Background: an optimization exercise with open tools, aiming at small area, a short achievable clock period and few clock cycles. Do not read the settings as production practice. In this exercise RTL edits were held to simulation tests only and were not proved equivalent to the original. Power and IR drop assume default switching activity.

==> design.v <==
module uriscv_alu (
    input       [3:0]   op_i,
    input       [31:0]  a_i,
    input       [31:0]  b_i,
    output      [31:0]  p_o
);
logic   [31:0]      result_r;
logic   [31:16]     shift_right_fill_r;
logic   [31:0]      shift_right_1_r;
logic   [31:0]      shift_right_2_r;
logic   [31:0]      shift_right_4_r;
logic   [31:0]      shift_right_8_r;
logic   [31:0]      shift_left_1_r;
logic   [31:0]      shift_left_2_r;
logic   [31:0]      shift_left_4_r;
logic   [31:0]      shift_left_8_r;
logic   [31:0]      sub_res_w;
assign sub_res_w = a_i - b_i;
always_comb
begin
    shift_right_fill_r = 'h0;
    shift_right_1_r    = 'h0;
    shift_right_2_r    = 'h0;
    shift_right_4_r    = 'h0;
    shift_right_8_r    = 'h0;
    shift_left_1_r     = 'h0;
    shift_left_2_r     = 'h0;
    shift_left_4_r     = 'h0;
    shift_left_8_r     = 'h0;
    case (op_i)
        4'b0001 :
        begin
             if (b_i[0] == 1'b1)
                 shift_left_1_r = {a_i[30:0],1'b0};
             else
                 shift_left_1_r = a_i;
             if (b_i[1] == 1'b1)
                 shift_left_2_r = {shift_left_1_r[29:0],2'b00};
             else
                 shift_left_2_r = shift_left_1_r;
             if (b_i[2] == 1'b1)
                 shift_left_4_r = {shift_left_2_r[27:0],4'b0000};
             else
                 shift_left_4_r = shift_left_2_r;
             if (b_i[3] == 1'b1)
                 shift_left_8_r = {shift_left_4_r[23:0],8'b00000000};
             else
                 shift_left_8_r = shift_left_4_r;
             if (b_i[4] == 1'b1)
                 result_r = {shift_left_8_r[15:0],16'b0000000000000000};
             else
                 result_r = shift_left_8_r;
        end
        4'b0010, 4'b0011:
        begin
             if (a_i[31] == 1'b1 && op_i == 4'b0011)
                 shift_right_fill_r = 16'b1111111111111111;
             else
                 shift_right_fill_r = 16'b0000000000000000;
             if (b_i[0] == 1'b1)
                 shift_right_1_r = {shift_right_fill_r[31], a_i[31:1]};
             else
                 shift_right_1_r = a_i;
             if (b_i[1] == 1'b1)
                 shift_right_2_r = {shift_right_fill_r[31:30], shift_right_1_r[31:2]};
             else
                 shift_right_2_r = shift_right_1_r;
             if (b_i[2] == 1'b1)
                 shift_right_4_r = {shift_right_fill_r[31:28], shift_right_2_r[31:4]};
             else
                 shift_right_4_r = shift_right_2_r;
             if (b_i[3] == 1'b1)
                 shift_right_8_r = {shift_right_fill_r[31:24], shift_right_4_r[31:8]};
             else
                 shift_right_8_r = shift_right_4_r;
             if (b_i[4] == 1'b1)
                 result_r = {shift_right_fill_r[31:16], shift_right_8_r[31:16]};
             else
                 result_r = shift_right_8_r;
        end
        4'b0100 :
        begin
             result_r      = (a_i + b_i);
        end
        4'b0110 :
        begin
             result_r      = sub_res_w;
        end
        4'b0111 :
        begin
             result_r      = (a_i & b_i);
        end
        4'b1000  :
        begin
             result_r      = (a_i | b_i);
        end
        4'b1001 :
        begin
             result_r      = (a_i ^ b_i);
        end
        4'b1010 :
        begin
             result_r      = (a_i < b_i) ? 32'h1 : 32'h0;
        end
        4'b1011 :
        begin
             if (a_i[31] != b_i[31])
                 result_r  = a_i[31] ? 32'h1 : 32'h0;
             else
                 result_r  = sub_res_w[31] ? 32'h1 : 32'h0;
        end
        default :
        begin
             result_r      = a_i;
        end
    endcase
end
assign p_o = result_r;
endmodule
module uriscv_branch (
    input   [31:0]      pc_i,
    input   [31:0]      opcode_i,
    input   [31:0]      rs1_val_i,
    input   [31:0]      rs2_val_i,
    output              branch_o,
    output  [31:0]      branch_target_o
);
function [0:0] less_than_signed;
    input  [31:0] x;
    input  [31:0] y;
    reg [31:0] v;
begin
    v = (x - y);
    if (x[31] != y[31])
        less_than_signed = x[31];
    else
        less_than_signed = v[31];
end
endfunction
function [0:0] greater_than_signed;
    input  [31:0] x;
    input  [31:0] y;
    reg [31:0] v;
begin
    v = (y - x);
    if (x[31] != y[31])
        greater_than_signed = y[31];
    else
        greater_than_signed = v[31];
end
endfunction
wire            type_branch_w  = (opcode_i[6:2] == 5'b11000);
wire            type_jalr_w    = (opcode_i[6:2] == 5'b11001);
wire            type_jal_w     = (opcode_i[6:2] == 5'b11011);
wire    [2:0]   func3_w        = opcode_i[14:12];  
wire            branch_beq_w   = (func3_w == 3'b000);
wire            branch_bne_w   = (func3_w == 3'b001);
wire            branch_blt_w   = (func3_w == 3'b100);
wire            branch_bge_w   = (func3_w == 3'b101);
wire            branch_bltu_w  = (func3_w == 3'b110);
wire            branch_bgeu_w  = (func3_w == 3'b111);
logic           branch_r;
logic   [31:0]  branch_target_r;
logic   [31:0]  imm12_r;
logic   [31:0]  bimm_r;
logic   [31:0]  jimm20_r;
always_comb
begin
    branch_r        = 1'b0;
    branch_target_r = 32'b0;
    imm12_r         = {{20{opcode_i[31]}}, opcode_i[31:20]};
    bimm_r          = {{19{opcode_i[31]}}, opcode_i[31],    opcode_i[7],  opcode_i[30:25], opcode_i[11:8],  1'b0};
    jimm20_r        = {{12{opcode_i[31]}}, opcode_i[19:12], opcode_i[20], opcode_i[30:25], opcode_i[24:21], 1'b0};
    branch_target_r = (pc_i + bimm_r);
    if (type_jal_w)
    begin
        branch_r        = 1'b1;
        branch_target_r = pc_i + jimm20_r;
    end
    else if (type_jalr_w)
    begin
        branch_r            = 1'b1;
        branch_target_r     = rs1_val_i + imm12_r;
        branch_target_r[0]  = 1'b0;
    end
    else if (type_branch_w)
    begin
        case (1'b1)
            branch_beq_w:  
                branch_r      = (rs1_val_i == rs2_val_i);
            branch_bne_w:  
                branch_r      = (rs1_val_i != rs2_val_i);
            branch_blt_w:  
                branch_r      = less_than_signed(rs1_val_i, rs2_val_i);
            branch_bge_w:  
                branch_r      = greater_than_signed(rs1_val_i, rs2_val_i) | (rs1_val_i == rs2_val_i);
            branch_bltu_w:  
                branch_r      = (rs1_val_i < rs2_val_i);
            branch_bgeu_w:  
                branch_r      = (rs1_val_i >= rs2_val_i);
            default : ;
        endcase
    end
end
assign branch_o        = branch_r;
assign branch_target_o = branch_target_r;
endmodule
module uriscv_lsu (
    input   [31:0]  opcode_i,
    input   [31:0]  rs1_val_i,
    input   [31:0]  rs2_val_i,
    output          mem_rd_o,
    output  [3:0]   mem_wr_o,
    output  [31:0]  mem_addr_o,
    output  [31:0]  mem_data_o,
    output          mem_misaligned_o
);
wire    [2:0]   func3_w      = opcode_i[14:12];  
wire            type_load_w  = (opcode_i[6:2] == 5'b00000);
wire            type_store_w = (opcode_i[6:2] == 5'b01000);
wire            inst_lh_w    = type_load_w  & (func3_w == 3'b001);
wire            inst_lw_w    = type_load_w  & (func3_w == 3'b010);
wire            inst_lhu_w   = type_load_w  & (func3_w == 3'b101);
wire            inst_sb_w    = type_store_w & (func3_w == 3'b000);
wire            inst_sh_w    = type_store_w & (func3_w == 3'b001);
wire            inst_sw_w    = type_store_w & (func3_w == 3'b010);
logic   [31:0]  imm12_r;
logic   [31:0]  storeimm_r;
logic   [31:0]  mem_addr_r;
logic   [31:0]  mem_data_r;
logic   [3:0]   mem_wr_r;
logic           mem_rd_r;
logic           mem_misaligned_r;
always_comb
begin
    imm12_r     = {{20{opcode_i[31]}}, opcode_i[31:20]};
    storeimm_r  = {{20{opcode_i[31]}}, opcode_i[31:25], opcode_i[11:7]};
    mem_addr_r  = rs1_val_i + (type_store_w ? storeimm_r : imm12_r);
    mem_misaligned_r = (inst_lh_w | inst_lhu_w | inst_sh_w) ? mem_addr_r[0]:
                       (inst_lw_w | inst_sw_w)              ? (|mem_addr_r[1:0]):
                       1'b0;
    mem_data_r = 32'h00000000;
    mem_wr_r   = 4'b0000;
    mem_rd_r   = 1'b0;
    case (1'b1)
        type_load_w:
            mem_rd_r   = 1'b1;
        inst_sb_w:
        begin
            case (mem_addr_r[1:0])
            2'h3 :
            begin
                mem_data_r      = {rs2_val_i[7:0], 24'h000000};
                mem_wr_r        = 4'b1000;
                mem_rd_r        = 1'b0;
            end
            2'h2 :
            begin
                mem_data_r      = {8'h00,rs2_val_i[7:0],16'h0000};
                mem_wr_r        = 4'b0100;
                mem_rd_r        = 1'b0;
            end
            2'h1 :
            begin
                mem_data_r      = {16'h0000,rs2_val_i[7:0],8'h00};
                mem_wr_r        = 4'b0010;
                mem_rd_r        = 1'b0;
            end
            2'h0 :
            begin
                mem_data_r      = {24'h000000,rs2_val_i[7:0]};
                mem_wr_r        = 4'b0001;
                mem_rd_r        = 1'b0;
            end
            default : ;
            endcase
        end
        inst_sh_w:
        begin
            case (mem_addr_r[1:0])
            2'h2 :
            begin
                mem_data_r      = {rs2_val_i[15:0],16'h0000};
                mem_wr_r        = 4'b1100;
                mem_rd_r        = 1'b0;
            end
            default :
            begin
                mem_data_r      = {16'h0000,rs2_val_i[15:0]};
                mem_wr_r        = 4'b0011;
                mem_rd_r        = 1'b0;
            end
            endcase
        end
        inst_sw_w:
        begin
            mem_data_r          = rs2_val_i;
            mem_wr_r            = 4'b1111;
            mem_rd_r            = 1'b0;
        end
        default : ;
    endcase
end
assign mem_rd_o         = mem_rd_r;
assign mem_wr_o         = mem_wr_r;
assign mem_addr_o       = mem_addr_r;
assign mem_data_o       = mem_data_r;
assign mem_misaligned_o = mem_misaligned_r;
endmodule
module uriscv_csr (
    input               clk,
    input               rst_n,
    input               intr_i,
    input   [31:0]      cpu_id_i,
    input               valid_i,
    input   [31:0]      pc_i,
    input   [31:0]      opcode_i,
    input   [31:0]      rs1_val_i,
    input   [31:0]      rs2_val_i,
    output  [31:0]      csr_rdata_o,
    input               excpn_invalid_inst_i,
    input               excpn_lsu_align_i,
    input   [31:0]      mem_addr_i,
    output  [31:0]      csr_mepc_o,
    output              exception_o,
    output  [5:0]       exception_type_o,
    output  [31:0]      exception_pc_o
);
logic   take_interrupt_w;
logic   exception_w;
wire [2:0] func3_w     = opcode_i[14:12];  
wire [4:0] rs1_w       = opcode_i[19:15];
wire type_system_w     = (opcode_i[6:2] == 5'b11100);
wire type_store_w      = (opcode_i[6:2] == 5'b01000);
wire inst_csr_w        = type_system_w && (func3_w != 3'b000 && func3_w != 3'b100);
wire inst_csrrw_w      = inst_csr_w  && (func3_w == 3'b001);
wire inst_csrrs_w      = inst_csr_w  && (func3_w == 3'b010);
wire inst_csrrc_w      = inst_csr_w  && (func3_w == 3'b011);
wire inst_csrrwi_w     = inst_csr_w  && (func3_w == 3'b101);
wire inst_csrrsi_w     = inst_csr_w  && (func3_w == 3'b110);
wire inst_csrrci_w     = inst_csr_w  && (func3_w == 3'b111);
wire inst_ecall_w      = type_system_w && (opcode_i[31:7] == 25'h000000);
wire inst_ebreak_w     = type_system_w && (opcode_i[31:7] == 25'h002000);
wire inst_mret_w       = type_system_w && (opcode_i[31:7] == 25'h604000);
wire [11:0] csr_addr_w = valid_i ? opcode_i[31:20] : 12'b0;
wire [31:0] csr_data_w = (inst_csrrwi_w || inst_csrrsi_w || inst_csrrci_w) ? {27'b0, rs1_w} : rs1_val_i;
wire        csr_set_w  = (valid_i && !exception_w) ? (inst_csrrw_w || inst_csrrs_w || inst_csrrwi_w || inst_csrrsi_w): 1'b0;
wire        csr_clr_w  = (valid_i && !exception_w) ? (inst_csrrw_w || inst_csrrc_w || inst_csrrwi_w || inst_csrrci_w): 1'b0;
reg [31:0] csr_mepc_q;
reg [31:0] csr_mepc_r;
reg [31:0] csr_mcause_q;
reg [31:0] csr_mcause_r;
reg [31:0] csr_sr_q;
reg [31:0] csr_sr_r;
reg [31:0] csr_mscratch_q;
reg [31:0] csr_mscratch_r;
reg [31:0] csr_mip_q;
reg [31:0] csr_mip_r;
reg [31:0] csr_mie_q;
reg [31:0] csr_mie_r;
reg [31:0] csr_mtvec_q;
reg [31:0] csr_mtvec_r;
reg [31:0] csr_mtval_q;
reg [31:0] csr_mtval_r;
always_comb
begin
    csr_mepc_r      = csr_mepc_q;
    csr_mcause_r    = csr_mcause_q;
    csr_sr_r        = csr_sr_q;
    csr_mscratch_r  = csr_mscratch_q;
    csr_mip_r       = csr_mip_q;
    csr_mie_r       = csr_mie_q;
    csr_mtvec_r     = csr_mtvec_q;
    csr_mtval_r     = csr_mtval_q;
    if (intr_i)
        csr_mip_r[11] = 1'b1;
    if (valid_i)
    begin
        if (exception_w || inst_ebreak_w || inst_ecall_w)
        begin
            csr_sr_r[7] = csr_sr_q[3];
            csr_sr_r[12:11]  = 3;
            csr_sr_r[3]  = 1'b0;
            csr_mepc_r           = pc_i;
            csr_mtval_r          = 32'b0;
            if (excpn_invalid_inst_i)
            begin
                csr_mcause_r   = ((0 << 31) | 2);
                csr_mtval_r    = opcode_i;
            end
            else if (inst_ebreak_w)
                csr_mcause_r   = ((0 << 31) | 3);
            else if (inst_ecall_w)
                csr_mcause_r   = ((0 << 31) | 11);
            else if (excpn_lsu_align_i)
            begin
                csr_mcause_r   = type_store_w ? ((0 << 31) | 6) : ((0 << 31) | 4);
                csr_mtval_r    = mem_addr_i;
            end
            else if (take_interrupt_w)
                csr_mcause_r   = (1'b1 << 31);
        end
        else if (inst_mret_w)
        begin
            csr_sr_r[3]  = csr_sr_r[7];
            csr_sr_r[7] = 1'b1;
            csr_sr_r[12:11] = 3;
        end
        else
        begin
            case (csr_addr_w)
                12'h341:
                begin
                    if (csr_set_w && csr_clr_w)
                        csr_mepc_r = csr_data_w;
                    else if (csr_set_w)
                        csr_mepc_r = csr_mepc_r | csr_data_w;
                    else if (csr_clr_w)
                        csr_mepc_r = csr_mepc_r & ~csr_data_w;
                end
                12'h342:
                begin
                    if (csr_set_w && csr_clr_w)
                        csr_mcause_r = csr_data_w;
                    else if (csr_set_w)
                        csr_mcause_r = csr_mcause_r | csr_data_w;
                    else if (csr_clr_w)
                        csr_mcause_r = csr_mcause_r & ~csr_data_w;
                end
                12'h300:
                begin
                    if (csr_set_w && csr_clr_w)
                        csr_sr_r = csr_data_w;
                    else if (csr_set_w)
                        csr_sr_r = csr_sr_r | csr_data_w;
                    else if (csr_clr_w)
                        csr_sr_r = csr_sr_r & ~csr_data_w;
                end
                12'h340:
                begin
                    if (csr_set_w && csr_clr_w)
                        csr_mscratch_r = csr_data_w;
                    else if (csr_set_w)
                        csr_mscratch_r = csr_mscratch_r | csr_data_w;
                    else if (csr_clr_w)
                        csr_mscratch_r = csr_mscratch_r & ~csr_data_w;
                end
                12'h344:
                begin
                    if (csr_set_w && csr_clr_w)
                        csr_mip_r = csr_data_w;
                    else if (csr_set_w)
                        csr_mip_r = csr_mip_r | csr_data_w;
                    else if (csr_clr_w)
                        csr_mip_r = csr_mip_r & ~csr_data_w;
                end
                12'h304:
                begin
                    if (csr_set_w && csr_clr_w)
                        csr_mie_r = csr_data_w;
                    else if (csr_set_w)
                        csr_mie_r = csr_mie_r | csr_data_w;
                    else if (csr_clr_w)
                        csr_mie_r = csr_mie_r & ~csr_data_w;
                end
                12'h305:
                begin
                    if (csr_set_w && csr_clr_w)
                        csr_mtvec_r = csr_data_w;
                    else if (csr_set_w)
                        csr_mtvec_r = csr_mtvec_r | csr_data_w;
                    else if (csr_clr_w)
                        csr_mtvec_r = csr_mtvec_r & ~csr_data_w;
                end
                12'h343:
                begin
                    if (csr_set_w && csr_clr_w)
                        csr_mtval_r = csr_data_w;
                    else if (csr_set_w)
                        csr_mtval_r = csr_mtval_r | csr_data_w;
                    else if (csr_clr_w)
                        csr_mtval_r = csr_mtval_r & ~csr_data_w;
                end
                default : ;
            endcase
        end
    end
end
always_ff @(posedge clk, negedge rst_n)
begin
    if (~rst_n)
    begin
        csr_mepc_q       <= 32'b0;
        csr_mcause_q     <= 32'b0;
        csr_sr_q         <= 32'b0;
        csr_mscratch_q   <= 32'b0;
        csr_mie_q        <= 32'b0;
        csr_mip_q        <= 32'b0;
        csr_mtvec_q      <= 32'b0;
        csr_mtval_q      <= 32'b0;
    end
    else
    begin
        csr_mepc_q       <= csr_mepc_r;
        csr_mcause_q     <= csr_mcause_r;
        csr_sr_q         <= csr_sr_r;
        csr_mscratch_q   <= csr_mscratch_r;
        csr_mie_q        <= csr_mie_r;
        csr_mip_q        <= csr_mip_r;
        csr_mtvec_q      <= csr_mtvec_r;
        csr_mtval_q      <= csr_mtval_r;
    end
end
reg [31:0] csr_data_r;
always_comb
begin
    csr_data_r = 32'b0;
    case (csr_addr_w)
        12'h341:      csr_data_r = csr_mepc_q & 32'hFFFFFFFF;
        12'h342:    csr_data_r = csr_mcause_q & 32'h8000000F;
        12'h300:   csr_data_r = csr_sr_q & 32'hFFFFFFFF;
        12'h305:     csr_data_r = csr_mtvec_q & 32'hFFFFFFFF;
        12'h343:     csr_data_r = csr_mtval_q & 32'hFFFFFFFF;
        12'h340:  csr_data_r = csr_mscratch_q & 32'hFFFFFFFF;
        12'h344:       csr_data_r = csr_mip_q & ((1 << 11)   |                       (1 << 7) |                       (1 << 3));
        12'h304:       csr_data_r = csr_mie_q & ((1 << 11)   |                       (1 << 7) |                       (1 << 3));
        12'h301:      csr_data_r = 32'h00001000 | 32'h40000000 | 32'h00000100;
        12'hF14:   csr_data_r = cpu_id_i;
        default:        csr_data_r = 32'b0;
    endcase
end
assign csr_rdata_o       = csr_data_r;
assign take_interrupt_w  = (|(csr_mip_q & csr_mie_q)) & csr_sr_q[3];
assign exception_w       = valid_i && (take_interrupt_w || excpn_invalid_inst_i || excpn_lsu_align_i);
assign exception_o       = exception_w;
assign exception_pc_o    = csr_mtvec_q;
assign csr_mepc_o        = csr_mepc_q;
reg [5:0] v_etype_r;
always_comb
begin
    v_etype_r = 6'b0;
    if (csr_mcause_r[31])
        v_etype_r = 6'h20;
    else
        case (csr_mcause_r)
            ((0 << 31) | 0)   : v_etype_r = 6'h10;
            ((0 << 31) | 1)        : v_etype_r = 6'h11;
            ((0 << 31) | 2): v_etype_r = 6'h12;
            ((0 << 31) | 3)         : v_etype_r = 6'h13;
            ((0 << 31) | 4)    : v_etype_r = 6'h14;
            ((0 << 31) | 5)         : v_etype_r = 6'h15;
            ((0 << 31) | 6)   : v_etype_r = 6'h16;
            ((0 << 31) | 7)        : v_etype_r = 6'h17;
            ((0 << 31) | 8)            : v_etype_r = 6'h18;
            ((0 << 31) | 9)            : v_etype_r = 6'h19;
            ((0 << 31) | 10)            : v_etype_r = 6'h1a;
            ((0 << 31) | 11)            : v_etype_r = 6'h1b;
            ((0 << 31) | 12)    : v_etype_r = 6'h1c;
            ((0 << 31) | 13)    : v_etype_r = 6'h1d;
            ((0 << 31) | 15)   : v_etype_r = 6'h1f;
            default                    : v_etype_r = 6'b0;
        endcase
end
assign exception_type_o = v_etype_r;
endmodule
module uriscv_muldiv (
    input           clk,
    input           rst_n,
    input           valid_i,
    input           inst_mul_i,
    input           inst_mulh_i,
    input           inst_mulhsu_i,
    input           inst_mulhu_i,
    input           inst_div_i,
    input           inst_divu_i,
    input           inst_rem_i,
    input           inst_remu_i,
    input   [31:0]  operand_ra_i,
    input   [31:0]  operand_rb_i,
    output          ready_o,
    output  [31:0]  result_o
);
logic   [32:0]      mul_operand_a_q;
logic   [32:0]      mul_operand_b_q;
logic               mulhi_sel_q;
logic   [64:0]      mult_result_w;
logic   [32:0]      operand_b_r;
logic   [32:0]      operand_a_r;
logic   [31:0]      mul_result_r;
logic               mul_busy_q;
logic   [31:0]      dividend_q;
logic   [62:0]      divisor_q;
logic   [31:0]      quotient_q;
logic   [31:0]      q_mask_q;
logic               div_inst_q;
logic               div_busy_q;
logic               invert_res_q;
logic   [31:0]      div_result_r;
logic   [31:0]      result_q;
logic               ready_q;
logic               stall_w;
wire mult_inst_w    = inst_mul_i     |
                      inst_mulh_i    |
                      inst_mulhsu_i  |
                      inst_mulhu_i;
always_comb
begin
    if (inst_mulhsu_i)
        operand_a_r = {operand_ra_i[31], operand_ra_i[31:0]};
    else if (inst_mulh_i)
        operand_a_r = {operand_ra_i[31], operand_ra_i[31:0]};
    else  
        operand_a_r = {1'b0, operand_ra_i[31:0]};
end
always_comb
begin
    if (inst_mulhsu_i)
        operand_b_r = {1'b0, operand_rb_i[31:0]};
    else if (inst_mulh_i)
        operand_b_r = {operand_rb_i[31], operand_rb_i[31:0]};
    else  
        operand_b_r = {1'b0, operand_rb_i[31:0]};
end
always_ff @(posedge clk, negedge rst_n)
begin
    if (~rst_n)
    begin
        mul_operand_a_q <= 33'b0;
        mul_operand_b_q <= 33'b0;
        mulhi_sel_q     <= 1'b0;
    end
    else if (valid_i && mult_inst_w)
    begin
        mul_operand_a_q <= operand_a_r;
        mul_operand_b_q <= operand_b_r;
        mulhi_sel_q     <= ~inst_mul_i;
    end
    else
    begin
        mul_operand_a_q <= 33'b0;
        mul_operand_b_q <= 33'b0;
        mulhi_sel_q     <= 1'b0;
    end
end
assign mult_result_w = {{ 32 {mul_operand_a_q[32]}}, mul_operand_a_q}*{{ 32 {mul_operand_b_q[32]}}, mul_operand_b_q};
always_comb
begin
    mul_result_r = mulhi_sel_q ? mult_result_w[63:32] : mult_result_w[31:0];
end
always_ff @(posedge clk, negedge rst_n)
begin
    if (~rst_n)
        mul_busy_q <= 1'b0;
    else
        mul_busy_q <= valid_i & mult_inst_w;
end
wire div_rem_inst_w     = inst_div_i  |
                          inst_divu_i |
                          inst_rem_i  |
                          inst_remu_i;
wire signed_operation_w = inst_div_i | inst_rem_i;
wire div_operation_w    = inst_div_i | inst_divu_i;
wire div_start_w    = valid_i & div_rem_inst_w & !stall_w;
wire div_complete_w = !(|q_mask_q) & div_busy_q;
always_ff @(posedge clk, negedge rst_n)
begin
    if (~rst_n)
    begin
        div_busy_q     <= 1'b0;
        dividend_q     <= 32'b0;
        divisor_q      <= 63'b0;
        invert_res_q   <= 1'b0;
        quotient_q     <= 32'b0;
        q_mask_q       <= 32'b0;
        div_inst_q     <= 1'b0;
    end
    else if (div_start_w)
    begin
        div_busy_q     <= 1'b1;
        div_inst_q     <= div_operation_w;
        if (signed_operation_w && operand_ra_i[31])
            dividend_q <= -operand_ra_i;
        else
            dividend_q <= operand_ra_i;
        if (signed_operation_w && operand_rb_i[31])
            divisor_q <= {-operand_rb_i, 31'b0};
        else
            divisor_q <= {operand_rb_i, 31'b0};
        invert_res_q  <= (inst_div_i && (operand_ra_i[31] != operand_rb_i[31]) && |operand_rb_i) ||
                         (inst_rem_i && operand_ra_i[31]);
        quotient_q     <= 32'b0;
        q_mask_q       <= 32'h80000000;
    end
    else if (div_complete_w)
    begin
        div_busy_q <= 1'b0;
    end
    else if (div_busy_q)
    begin
        if (divisor_q <= {31'b0, dividend_q})
        begin
            dividend_q <= dividend_q - divisor_q[31:0];
            quotient_q <= quotient_q | q_mask_q;
        end
        divisor_q <= {1'b0, divisor_q[62:1]};
        q_mask_q  <= {1'b0, q_mask_q[31:1]};
    end
end
always_comb
begin
    div_result_r = 32'b0;
    if (div_inst_q)
        div_result_r = invert_res_q ? -quotient_q : quotient_q;
    else
        div_result_r = invert_res_q ? -dividend_q : dividend_q;
end
assign stall_w = (div_busy_q & (mult_inst_w | div_rem_inst_w)) |
                 (mul_busy_q & div_rem_inst_w);
always_ff @(posedge clk, negedge rst_n)
begin
    if (~rst_n)
        ready_q <= 1'b0;
    else if (mul_busy_q)
        ready_q <= 1'b1;
    else if (div_complete_w)
        ready_q <= 1'b1;
    else
        ready_q <= 1'b0;
end
always_ff @(posedge clk, negedge rst_n)
begin
    if (~rst_n)
        result_q <= 32'b0;
    else if (div_complete_w)
        result_q <= div_result_r;
    else if (mul_busy_q)
        result_q <= mul_result_r;
end
assign result_o  = result_q;
assign ready_o   = ready_q;
endmodule
module uriscv_core #(
    parameter   SUPPORT_BRAM_REGFILE = 1,
    parameter   RST_VECTOR           = 32'h00000000
) (
    input           clk,
    input           rst_n,
    input           intr_i,
    output          mem_i_rd_o,
    output  [31:0]  mem_i_pc_o,
    input   [31:0]  mem_i_inst_i,
    input           mem_i_accept_i,
    input           mem_i_valid_i,
    output          mem_d_rd_o,
    output  [3:0]   mem_d_wr_o,
    output  [31:0]  mem_d_addr_o,
    input   [31:0]  mem_d_data_rd_i,
    output  [31:0]  mem_d_data_wr_o,
    input           mem_d_accept_i,
    input           mem_d_ack_i
);
localparam  STATE_RESET    = 3'h0;
localparam  STATE_FETCH_WB = 3'h1;
localparam  STATE_EXEC     = 3'h2;
localparam  STATE_MEM      = 3'h3;
localparam  STATE_DECODE   = 3'h4;  
logic   [2:0]   state_q;
logic   [31:0]  pc_q;
logic   [4:0]   rd_q;
logic           rd_wr_en_q;
logic   [31:0]  alu_a_q;
logic   [31:0]  alu_b_q;
logic   [3:0]   alu_func_q;
logic   [31:0]  csr_data_w;
logic           invalid_inst_r;
logic   [4:0]   rd_w;
logic   [31:0]  rs1_val_w;
logic   [31:0]  rs2_val_w;
logic   [31:0]  opcode_w;
logic           opcode_valid_w;
logic           opcode_fetch_w;
logic           exception_w;
logic   [5:0]   exception_type_w;
logic   [31:0]  exception_target_w;
logic   [31:0]  csr_mepc_w;
logic   [31:0]  load_result_r;
logic           rd_writeen_w;
logic   [31:0]  rd_val_w;
logic           mem_misaligned_w;
logic   [31:0]  mem_addr_q;
logic   [31:0]  mem_data_q;
logic   [3:0]   mem_wr_q;
logic           mem_rd_q;
logic   [1:0]   load_offset_q;
logic           load_signed_q;
logic           load_byte_q;
logic           load_half_q;
logic   [31:0]  muldiv_result_w;
logic           muldiv_ready_w;
logic           muldiv_inst_w;
uriscv_alu u_alu (
    .op_i   (alu_func_q ),
    .a_i    (alu_a_q    ),
    .b_i    (alu_b_q    ),
    .p_o    (rd_val_w   )
);
logic   [31:0]  reg_file[0:31];
logic   [31:0]  rs1_val_gpr_w;
logic   [31:0]  rs2_val_gpr_w;
logic   [31:0]  rs1_val_gpr_q;
logic   [31:0]  rs2_val_gpr_q;
always_ff @(posedge clk)
begin
    reg_file[rd_q] <= rd_writeen_w ? rd_val_w : reg_file[rd_q];
end
assign rs1_val_gpr_w = reg_file[mem_i_inst_i[19:15]];
assign rs2_val_gpr_w = reg_file[mem_i_inst_i[24:20]];
always_ff @(posedge clk)
begin
    rs1_val_gpr_q <= rs1_val_gpr_w;
    rs2_val_gpr_q <= rs2_val_gpr_w;
end
assign rs1_val_w = SUPPORT_BRAM_REGFILE ? rs1_val_gpr_q : rs1_val_gpr_w;
assign rs2_val_w = SUPPORT_BRAM_REGFILE ? rs2_val_gpr_q : rs2_val_gpr_w;
assign rd_writeen_w  = rd_wr_en_q & (state_q == STATE_FETCH_WB);
wire [31:0] x0_zero_w = reg_file[0];
wire [31:0] x1_ra_w   = reg_file[1];
wire [31:0] x2_sp_w   = reg_file[2];
wire [31:0] x3_gp_w   = reg_file[3];
wire [31:0] x4_tp_w   = reg_file[4];
wire [31:0] x5_t0_w   = reg_file[5];
wire [31:0] x6_t1_w   = reg_file[6];
wire [31:0] x7_t2_w   = reg_file[7];
wire [31:0] x8_s0_w   = reg_file[8];
wire [31:0] x9_s1_w   = reg_file[9];
wire [31:0] x10_a0_w  = reg_file[10];
wire [31:0] x11_a1_w  = reg_file[11];
wire [31:0] x12_a2_w  = reg_file[12];
wire [31:0] x13_a3_w  = reg_file[13];
wire [31:0] x14_a4_w  = reg_file[14];
wire [31:0] x15_a5_w  = reg_file[15];
wire [31:0] x16_a6_w  = reg_file[16];
wire [31:0] x17_a7_w  = reg_file[17];
wire [31:0] x18_s2_w  = reg_file[18];
wire [31:0] x19_s3_w  = reg_file[19];
wire [31:0] x20_s4_w  = reg_file[20];
wire [31:0] x21_s5_w  = reg_file[21];
wire [31:0] x22_s6_w  = reg_file[22];
wire [31:0] x23_s7_w  = reg_file[23];
wire [31:0] x24_s8_w  = reg_file[24];
wire [31:0] x25_s9_w  = reg_file[25];
wire [31:0] x26_s10_w = reg_file[26];
wire [31:0] x27_s11_w = reg_file[27];
wire [31:0] x28_t3_w  = reg_file[28];
wire [31:0] x29_t4_w  = reg_file[29];
wire [31:0] x30_t5_w  = reg_file[30];
wire [31:0] x31_t6_w  = reg_file[31];
wire type_rvc_w     = (opcode_w[1:0] != 2'b11);
wire type_load_w    = (opcode_w[6:2] == 5'b00000);
wire type_opimm_w   = (opcode_w[6:2] == 5'b00100);
wire type_auipc_w   = (opcode_w[6:2] == 5'b00101);
wire type_store_w   = (opcode_w[6:2] == 5'b01000);
wire type_op_w      = (opcode_w[6:2] == 5'b01100);
wire type_lui_w     = (opcode_w[6:2] == 5'b01101);
wire type_branch_w  = (opcode_w[6:2] == 5'b11000);
wire type_jalr_w    = (opcode_w[6:2] == 5'b11001);
wire type_jal_w     = (opcode_w[6:2] == 5'b11011);
wire type_system_w  = (opcode_w[6:2] == 5'b11100);
wire type_miscm_w   = (opcode_w[6:2] == 5'b00011);
wire [2:0] func3_w  = opcode_w[14:12];  
wire [6:0] func7_w  = opcode_w[31:25];  
wire type_alu_op_w  = (type_op_w && (func7_w == 7'b0000000)) ||
                      (type_op_w && (func7_w == 7'b0100000));
wire inst_lb_w       = (func3_w == 3'b000);
wire inst_lh_w       = (func3_w == 3'b001);
wire inst_lbu_w      = (func3_w == 3'b100);
wire inst_lhu_w      = (func3_w == 3'b101);
wire inst_ecall_w    = type_system_w && (opcode_w[31:7] == 25'h000000);
wire inst_ebreak_w   = type_system_w && (opcode_w[31:7] == 25'h002000);
wire inst_mret_w     = type_system_w && (opcode_w[31:7] == 25'h604000);
wire inst_csr_w      = type_system_w && (func3_w != 3'b000 && func3_w != 3'b100);
wire mul_inst_w      = type_op_w && (func7_w == 7'b0000001) && ~func3_w[2];
wire div_inst_w      = type_op_w && (func7_w == 7'b0000001) &&  func3_w[2];
wire inst_mul_w      = mul_inst_w && (func3_w == 3'b000);
wire inst_mulh_w     = mul_inst_w && (func3_w == 3'b001);
wire inst_mulhsu_w   = mul_inst_w && (func3_w == 3'b010);
wire inst_mulhu_w    = mul_inst_w && (func3_w == 3'b011);
wire inst_div_w      = div_inst_w && (func3_w == 3'b100);
wire inst_divu_w     = div_inst_w && (func3_w == 3'b101);
wire inst_rem_w      = div_inst_w && (func3_w == 3'b110);
wire inst_remu_w     = div_inst_w && (func3_w == 3'b111);
wire inst_nop_w      = (type_miscm_w && (func3_w == 3'b000)) |  
                       (type_miscm_w && (func3_w == 3'b001));   
logic   [2:0]   next_state_r;
always_comb
begin
    next_state_r = state_q;
    case (state_q)
        STATE_RESET:
        begin
            next_state_r = STATE_FETCH_WB;
        end
        STATE_FETCH_WB :
        begin
            if (opcode_fetch_w)
                next_state_r    = SUPPORT_BRAM_REGFILE ? STATE_DECODE : STATE_EXEC;
        end
        STATE_DECODE:
        begin
            if (mem_i_valid_i)
                next_state_r = STATE_EXEC;
        end
        STATE_EXEC :
        begin
            if (opcode_valid_w)
            begin
                if (exception_w)
                    next_state_r    = STATE_FETCH_WB;
                else if (type_load_w || type_store_w)
                    next_state_r    = STATE_MEM;
                else if (muldiv_inst_w)
                    ;
                else
                    next_state_r    = STATE_FETCH_WB;
            end
            else if (muldiv_ready_w)
                next_state_r    = STATE_FETCH_WB;
        end
        STATE_MEM :
        begin
            if (mem_d_ack_i)
                next_state_r = STATE_FETCH_WB;
        end
        default : ;
    endcase
end
always_ff @(posedge clk, negedge rst_n)
begin
    if (~rst_n)
        state_q   <= STATE_RESET;
    else
        state_q   <= next_state_r;
end
logic   [31:0]  opcode_q;
logic           opcode_valid_q;
always_ff @(posedge clk, negedge rst_n)
begin
    if (~rst_n)
        opcode_q <= 32'h0;
    else if (state_q == STATE_DECODE)
        opcode_q <= mem_i_inst_i;
end
always_ff @(posedge clk, negedge rst_n)
begin
    if (~rst_n)
        opcode_valid_q <= 1'b0;
    else if (state_q == STATE_DECODE)
        opcode_valid_q <= mem_i_valid_i;
    else
        opcode_valid_q <= 1'b0;
end
assign opcode_fetch_w = mem_i_rd_o & mem_i_accept_i;
assign opcode_w       = SUPPORT_BRAM_REGFILE ? opcode_q : mem_i_inst_i;
assign opcode_valid_w = SUPPORT_BRAM_REGFILE ? opcode_valid_q : mem_i_valid_i;
assign rd_w  = opcode_w[11:7];
assign muldiv_inst_w = mul_inst_w | div_inst_w;
logic   [31:0]      imm20_r;
logic   [31:0]      imm12_r;
always_comb
begin
    imm20_r = {opcode_w[31:12], 12'b0};
    imm12_r = {{20{opcode_w[31]}}, opcode_w[31:20]};
end
logic   [3:0]   alu_func_r;
logic   [31:0]  alu_input_a_r;
logic   [31:0]  alu_input_b_r;
logic           write_rd_r;
always_comb
begin
    alu_func_r     = 4'b0000;
    alu_input_a_r  = rs1_val_w;
    alu_input_b_r  = rs2_val_w;
    write_rd_r     = 1'b0;
    case (1'b1)
        type_alu_op_w:
        begin
            alu_input_a_r  = rs1_val_w;
            alu_input_b_r  = rs2_val_w;
        end
        type_opimm_w:
        begin
            alu_input_a_r  = rs1_val_w;
            alu_input_b_r  = imm12_r;
        end
        type_lui_w:
        begin
            alu_input_a_r  = 32'b0;
            alu_input_b_r  = imm20_r;
        end
        type_auipc_w:
        begin
            alu_input_a_r  = pc_q;
            alu_input_b_r  = imm20_r;
        end
        type_jal_w,
        type_jalr_w:
        begin
            alu_input_a_r  = pc_q;
            alu_input_b_r  = 32'd4;
        end
        default : ;
    endcase
    if (muldiv_inst_w)
        write_rd_r     = 1'b1;
    else if (type_opimm_w || type_alu_op_w)
    begin
        case (func3_w)
            3'b000:  alu_func_r =  (type_op_w & opcode_w[30]) ?
                                  4'b0110:               
                                  4'b0100;               
            3'b001:  alu_func_r = 4'b0001;            
            3'b010:  alu_func_r = 4'b1011;  
            3'b011:  alu_func_r = 4'b1010;         
            3'b100:  alu_func_r = 4'b1001;               
            3'b101:  alu_func_r = opcode_w[30] ?
                                  4'b0011:      
                                  4'b0010;            
            3'b110:  alu_func_r = 4'b1000;                
            3'b111:  alu_func_r = 4'b0111;               
        endcase
        write_rd_r = 1'b1;
    end
    else if (inst_csr_w)
    begin
        alu_func_r     = 4'b0100;
        alu_input_a_r  = 32'b0;
        alu_input_b_r  = csr_data_w;
        write_rd_r     = 1'b1;
    end
    else if (type_auipc_w || type_lui_w || type_jalr_w || type_jal_w)
    begin
        write_rd_r     = 1'b1;
        alu_func_r     = 4'b0100;
    end
    else if (type_load_w)
        write_rd_r     = 1'b1;
end
always_comb
begin
    load_result_r = 32'b0;
    if (load_byte_q)
    begin
        case (load_offset_q[1:0])
            2'h3:
                load_result_r = {24'b0, mem_d_data_rd_i[31:24]};
            2'h2:
                load_result_r = {24'b0, mem_d_data_rd_i[23:16]};
            2'h1:
                load_result_r = {24'b0, mem_d_data_rd_i[15:8]};
            2'h0:
                load_result_r = {24'b0, mem_d_data_rd_i[7:0]};
        endcase
        if (load_signed_q && load_result_r[7])
            load_result_r = {24'hFFFFFF, load_result_r[7:0]};
    end
    else if (load_half_q)
    begin
        if (load_offset_q[1])
            load_result_r = {16'b0, mem_d_data_rd_i[31:16]};
        else
            load_result_r = {16'b0, mem_d_data_rd_i[15:0]};
        if (load_signed_q && load_result_r[15])
            load_result_r = {16'hFFFF, load_result_r[15:0]};
    end
    else
        load_result_r = mem_d_data_rd_i;
end
logic           branch_w;
logic   [31:0]  branch_target_w;
uriscv_branch u_branch (
    .pc_i               (pc_q               ),
    .opcode_i           (opcode_w           ),
    .rs1_val_i          (rs1_val_w          ),
    .rs2_val_i          (rs2_val_w          ),
    .branch_o           (branch_w           ),
    .branch_target_o    (branch_target_w    )
);
always_comb
begin
    invalid_inst_r = 1'b1;
    if (   type_load_w
         | type_opimm_w
         | type_auipc_w
         | type_store_w
         | type_alu_op_w
         | type_lui_w
         | type_branch_w
         | type_jalr_w
         | type_jal_w
         | inst_ecall_w
         | inst_ebreak_w
         | inst_mret_w
         | inst_csr_w
         | inst_nop_w
         | muldiv_inst_w)
        invalid_inst_r = type_rvc_w;
end
always_ff @(posedge clk, negedge rst_n)
begin
    if (~rst_n)
    begin
        alu_func_q   <= 4'b0000;
        alu_a_q      <= 32'h00000000;
        alu_b_q      <= 32'h00000000;
        rd_q         <= 5'b00000;
        rd_wr_en_q   <= 1'b1;
    end
    else if ((state_q == STATE_MEM) && mem_d_ack_i)
    begin
        alu_func_q   <= 4'b0000;
        alu_a_q      <= load_result_r;
        alu_b_q      <= 32'b0;
    end
    else if (muldiv_ready_w)
    begin
        alu_func_q   <= 4'b0000;
        alu_a_q      <= muldiv_result_w;
        alu_b_q      <= 32'b0;
    end
    else if (opcode_valid_w)
    begin
        alu_func_q   <= alu_func_r;
        alu_a_q      <= alu_input_a_r;
        alu_b_q      <= alu_input_b_r;
        if (exception_w)
        begin
            rd_q         <= 5'b0;
            rd_wr_en_q   <= 1'b0;
        end
        else
        begin
            rd_q         <= rd_w;
            rd_wr_en_q   <= write_rd_r & (rd_w != 5'b0);
        end
    end
    else if (state_q == STATE_FETCH_WB)
       rd_wr_en_q   <= 1'b0;
end
always_ff @(posedge clk, negedge rst_n)
begin
    if (~rst_n)
        pc_q <= RST_VECTOR;
    else if (state_q == STATE_RESET)
        pc_q <= RST_VECTOR;
    else if (opcode_valid_w)
    begin
        if (exception_w || inst_ebreak_w || inst_ecall_w)
            pc_q <= exception_target_w;
        else if (inst_mret_w)
            pc_q <= csr_mepc_w;
        else if (branch_w)
            pc_q <= branch_target_w;
        else
            pc_q <= pc_q + 32'h4;
    end
end
assign mem_i_rd_o = (state_q == STATE_FETCH_WB);
assign mem_i_pc_o = pc_q;
logic           mem_rd_w;
logic   [3:0]   mem_wr_w;
logic   [31:0]  mem_addr_w;
logic   [31:0]  mem_data_w;
uriscv_lsu u_lsu (
    .opcode_i           (opcode_w           ),
    .rs1_val_i          (rs1_val_w          ),
    .rs2_val_i          (rs2_val_w          ),
    .mem_rd_o           (mem_rd_w           ),
    .mem_wr_o           (mem_wr_w           ),
    .mem_addr_o         (mem_addr_w         ),
    .mem_data_o         (mem_data_w         ),
    .mem_misaligned_o   (mem_misaligned_w   )
);
always_ff @(posedge clk, negedge rst_n)
begin
    if (~rst_n)
    begin
        mem_addr_q <= 32'h00000000;
        mem_data_q <= 32'h00000000;
        mem_wr_q   <= 4'b0000;
        mem_rd_q   <= 1'b0;
    end
    else if (opcode_valid_w && !exception_w)
    begin
        mem_addr_q <= {mem_addr_w[31:2], 2'b0};
        mem_data_q <= mem_data_w;
        mem_wr_q   <= mem_wr_w;
        mem_rd_q   <= mem_rd_w;
    end
    else if (mem_d_accept_i)
    begin
        mem_wr_q   <= 4'b0000;
        mem_rd_q   <= 1'b0;
    end
end
always_ff @(posedge clk, negedge rst_n)
begin
    if (~rst_n)
    begin
        load_signed_q  <= 1'b0;
        load_byte_q    <= 1'b0;
        load_half_q    <= 1'b0;
        load_offset_q  <= 2'b0;
    end
    else if (opcode_valid_w)
    begin
        load_signed_q  <= inst_lh_w | inst_lb_w;
        load_byte_q    <= inst_lb_w | inst_lbu_w;
        load_half_q    <= inst_lh_w | inst_lhu_w;
        load_offset_q  <= mem_addr_w[1:0];
    end
end
assign mem_d_addr_o    = mem_addr_q;
assign mem_d_data_wr_o = mem_data_q;
assign mem_d_wr_o      = mem_wr_q;
assign mem_d_rd_o      = mem_rd_q;
uriscv_csr u_csr (
    .clk                    (clk                    ),
    .rst_n                  (rst_n                  ),
    .cpu_id_i               (32'h0                  ),
    .intr_i                 (intr_i                 ),
    .valid_i                (opcode_valid_w         ),
    .opcode_i               (opcode_w               ),
    .pc_i                   (pc_q                   ),
    .rs1_val_i              (rs1_val_w              ),
    .rs2_val_i              (rs2_val_w              ),
    .csr_rdata_o            (csr_data_w             ),
    .excpn_invalid_inst_i   (invalid_inst_r         ),
    .excpn_lsu_align_i      (mem_misaligned_w       ),
    .mem_addr_i             (mem_addr_w             ),
    .csr_mepc_o             (csr_mepc_w             ),
    .exception_o            (exception_w            ),
    .exception_type_o       (exception_type_w       ),
    .exception_pc_o         (exception_target_w     )
);
uriscv_muldiv u_muldiv (
    .clk                    (clk                            ),
    .rst_n                  (rst_n                          ),
    .valid_i                (opcode_valid_w & ~exception_w  ),
    .inst_mul_i             (inst_mul_w                     ),
    .inst_mulh_i            (inst_mulh_w                    ),
    .inst_mulhsu_i          (inst_mulhsu_w                  ),
    .inst_mulhu_i           (inst_mulhu_w                   ),
    .inst_div_i             (inst_div_w                     ),
    .inst_divu_i            (inst_divu_w                    ),
    .inst_rem_i             (inst_rem_w                     ),
    .inst_remu_i            (inst_remu_w                    ),
    .operand_ra_i           (rs1_val_w                      ),
    .operand_rb_i           (rs2_val_w                      ),
    .ready_o                (muldiv_ready_w                 ),
    .result_o               (muldiv_result_w                )
);
endmodule
==> run.sh <==
#!/bin/bash
# synth_recipe.tcl (not shown) runs the flow's synth.tcl, then flattens the netlist and writes it again
# the make line also repeats each setting of config.mk as NAME=value (left out here)
make -C /OpenROAD-flow-scripts/flow DESIGN_CONFIG=/design/flow/config.mk WORK_HOME=/design/flow/orfs CLKGATE_MAP_FILE= SYNTH_SCRIPT=/design/flow/synth_recipe.tcl finish
==> config.mk <==
export PLATFORM = sky130hd
export DESIGN_NAME = uriscv_core
export DESIGN_NICKNAME = uriscv_core
export VERILOG_FILES = /design/flow/design.v
export SDC_FILE = /design/flow/constraint.sdc
export NUM_CORES = 4
export LEC_CHECK = 0
export CAP_MARGIN = 20
export CORE_MARGIN = 2
export CORE_UTILIZATION = 35
export SLEW_MARGIN = 20
==> constraint.sdc <==
create_clock -name core_clock -period 10.0 [get_ports {clk}]
set_input_delay 2.0000 -clock core_clock [delete_from_list [all_inputs] [get_ports {clk}]]
set_output_delay 2.0000 -clock core_clock [all_outputs]
set_load 0.01 [all_outputs]
==> results by group <==
Detailed routing
  • Routed vias: 110100
  • TritonRoute pass-1 iters: 7
  • Antenna Nets Post-Route: 0
  • # DRC: 0
  • Iteration-0 DRC Markers: 13900
  • DRT Wirelength: 563.1 mm
  • DR vias/cell: ~5.9
  • Routed WL per cell: 30.35 um

Synth
  • Commonest cells post-synth: nand2_1 (1478), inv_1 (1369), fa_1 (1135), edfxtp_1 (1024), o21ai_0 (902)
  • Syn_area_per_cell: 10.70 um^2
  • Yosys cell types: just under 100
  • Most numerous cell in the Yosys netlist: nand2_1
  • Post-synth EDFFs: 1024
  • Post-synthesis mux area share: between 10% and 20%
  • Ys flop type: edfxtp_1
  • Sequential share of the synthesized area: 35.21%
  • Post-synthesis compound-gate area fraction: 11.97%
  • Largest family of logic cells by synthesized area: adder cells
  • Asr flop ratio synth: approximately two fifths
  • Syn. warnings: 6
  • Synth top area cells: edfxtp_1 (22%), fa_1 (16%), dfrtp_1 (12%)
  • Synth Area in Simple Gates: 11.33%
  • Leading area contributor after synthesis: edfxtp_1
  • Cells after synthesis: 13190
  • Synth Register Bits: 1794
  • Post-Synth Adder-Cell Area: 20.69%
  • Post-synthesis xor/xnor area fraction: approximately 2.2%
  • Post-synth top area share: between 20% and 30%
  • Syn Std Cell Area: around 140000 um^2

Clock network
  • CTS tree: done
  • H-tree depth: 4
  • CTS clock-pin slew for the worst setup and hold paths: around 60 ps
  • Clk latency of the worst-skew pair: 980 ps
  • Hold_buf cts: 0
  • TritonCTS buffer count: ~210
  • Post-CTS setup buffers: 0
  • Clock sinks: around 1800
  • Bufs on Longest Clock Path: 4
  • Post_cts resized: 0
  • CTS root buf: clkbuf_16

Min path
  • Worst min-delay path class: reg -> reg

Placed design
  • Port-buffer cells: 170
  • Routability-driven placement congestion ratio: 1.023
  • Inst Count DP: approximately 18000
  • Dpl cell area: approximately 150000 um^2
  • Post-DP HPWL: 409.0 mm

Timing
  • Worst Tran Pin Value: 1278 ps
  • Minimum clock period: 9063 ps
  • Final Max Slew Viols: 0
  • RSZ-0062 raised after global routing: no
  • Fin crit share: between 90 and 100%
  • Max-Slew Margin vs Limit: between 10 and 15%
  • Fin Setup TNS: 0 ps
  • # setup viols final: 0
  • Clk_skew: 129.6 ps
  • Peak Freq: ~110 MHz
  • Hold Fails Final Rpt: 0

Setup path
  • CP bufs+invs: 8
  • CP delay by family, top: adder cells
  • CP peak stage delay: 830 ps
  • Critical path arrival: 9860 ps
  • Worst path slowest cell: fa_1
  • Crit end category: flip-flop
  • Crit path top cell by count: fa_1
  • CP startpoint kind: flip-flop
  • Crit-path max FO: 19
  • Critical Path RT: 10800 ps
  • Crit Path Category: reg -> reg

Pwr
  • P_leak: about 64 nW
  • Switch Pwr: 14.38 mW
  • Int Pwr: around 18 mW
  • Sequential share of power: 32.6%
  • Power share of the combinational group: 42.9%
  • Power per cell area: between 200 and 250 nW/um^2
  • Clk network pwr share: about a quarter
  • Sw Ratio: approximately 44%
  • Peak supply drop: 0.1912 mV

GRT
  • GR Overflow Total: 0
  • First-pass GRT wire length: 805.8 mm
  • Total Routing Usage GR: a little over a quarter
  • Largest net degree at the start of global routing: 167
  • Number of global-route vias before repair: roughly 110k
  • Initial antenna violation count: 42

Floorplanning
  • FP Rows: 233
  • Initial Utilization: 35.11%
  • Die Ht: 639.0 um
  • # IOs: 173
  • Die Width: 639.0 um
  • Core Region: 402000 um^2
  • DIE AREA: 408400 um^2

Cells and area
  • Area grow syn2layout: 11.26%
  • Final net count: about 15000
  • Design Area, Final: ~160000 um^2
  • Share of layout cells above drive strength 1: 12.74%
  • Final Non-Filler Cells: 18550
  • Filler cells: 38870

Flow run
  • Max cap viols: 0

Run status
  • Outcome: finished clean
==> worst register-to-register path: cells and delay by family, from the launching register on <==
kind | cells | cell delay (ps)
AO/OA/AOI/OAI | 8 | 1420
adder cells (fa/ha/maj) | 9 | 5100
buffers and inverters | 8 | 1200
flip-flops | 1 | 650
multiplexers | 1 | 140
AND/OR/NAND/NOR | 2 | 430
==> per-layer routing <==
metal | up-vias | wire [um] | track usage [%]
met5 | - | 264 | 0
met4 | 40 | 42980 | 17.25
met3 | 1347 | 61620 | 7.157
met2 | 6137 | 241700 | 40.10
met1 | 56490 | 216500 | 35.64
li1 | 46070 | - | -
==> layout make-up <==
class | count | area (um^2) | share of cell area [%]
Multi-Input combinational cell | 9123 | 83550 | 53.20
Sequential cell | 1794 | 49720 | 31.66
Tap cell | 5287 | 6615 | 4.213
Clock buffer | 269 | 5653 | 3.600
Inverter | 1377 | 5169 | 3.292
Timing Repair Buffer | 565 | 4838 | 3.081
Clock inverter | 115 | 1434 | 0.9131
Antenna cell | 24 | 60.06 | 0.03825
==> layout by cell type (no fill, tap or decap), drive strengths merged, types with 45 or more instances in the layout <==
cell,n
and3,45
a21oi,792
and2,558
nand4,81
nor4,45
o31ai,71
or3,74
inv,1381
nand3,143
mux2i,131
mux4,669
clkbuf,269
a31oi,143
ha,518
nand2,1479
buf,406
nand2b,57
xnor2,276
nor2,598
a211oi,59
a221oi,63
o21ai,918
nor2b,70
dfrtp,705
nor3,184
a21o,126
mux2,109
edfxtp,1024
a22oi,90
o211ai,105
clkinv,84
xor2,84
dfxtp,64
fa,1135
clkdlybuf4s50,159
==> logic make-up (layout without fill, tap and decap cells) <==
logic type | after synthesis | after routing
adders and majority gates | 1653 | 1653
AOI/OAI and AO/OA | 2776 | 2776
buffers and inverters | 2273 | 2326
other | 1 | 26
xor gates and xnor gates | 360 | 360
and+or+nand+nor | 3423 | 3423
DFF | 1794 | 1794
muxes | 909 | 909
==> final timing paths <==
| kind | startpoint | cells after the start | end | slack (ps) |
|---|---|---|---|---|
| max | u_muldiv.mul_operand_b_q[9] | 28 | u_muldiv.result_q[31] | 940 |
| min | mem_data_q[31] | 2 | mem_data_q[31] | 470 |
| max reg2reg | u_muldiv.mul_operand_b_q[9] | 28 | u_muldiv.result_q[31] | 940 |
| min reg2reg | mem_data_q[31] | 2 | mem_data_q[31] | 470 |
| max in group asynchronous | rst_n | 2 | alu_b_q[21] | 7280 |
| min in group asynchronous | rst_n | 1 | opcode_q[31] | 1100 |
==> power groups by stage <==
stage | registers, mW | clock network, mW | logic, mW
after floorplan | 10.5 | 0 | 7.35
after global placement | 10.8 | 0 | 13.5
after detailed placement | 10.8 | 0 | 13.5
after CTS | 10.7 | 8.12 | 13.6
after global routing | 10.7 | 8.41 | 14.7
final | 10.7 | 8.06 | 14.1
==> stage by stage <==
step | setup slack, ps | total power [mW] | utilization [%] | hold slack, ps
after global routing | 496.8 | 33.85 | 39.05 | 498.5
final | 937.2 | 32.87 | 39.06 | 471.9
after CTS | 984.5 | 32.38 | 39.02 | 477.1
after detailed placement | 1025 | 24.35 | 37.26 | 463.5
after global placement | 1117 | 24.35 | 37.25 | 458.8
after floorplan | 2103 | 17.81 | - | 470.9
Testbench counts, summed over its fixed seeds: cycles 259,986.

port drivers added, routing unchanged:
Ports are ideal in the flow. The routed layout listed here was re-timed in OpenROAD. Step 1 sets driving cells, clkbuf_16 on the clock port and buf_2 on the other inputs (assumed; they add their load-dependent delay and slew). Step 2 also shifts input and output timing later by t, the mid clock arrival at the registers, as if the neighbouring blocks saw the same clock. Slacks: ideal ports / drivers / drivers and shift; pairs: ideal ports / drivers.
shift t [ns]: 1.029
setup WS [ns]: 0.937 / 0.937 / 0.937
worst setup path after step 2: register to register
After both steps this run still meets setup and hold. The setup slack of this run moves by 0.000 ns with the drivers and by 0.000 ns with both steps.
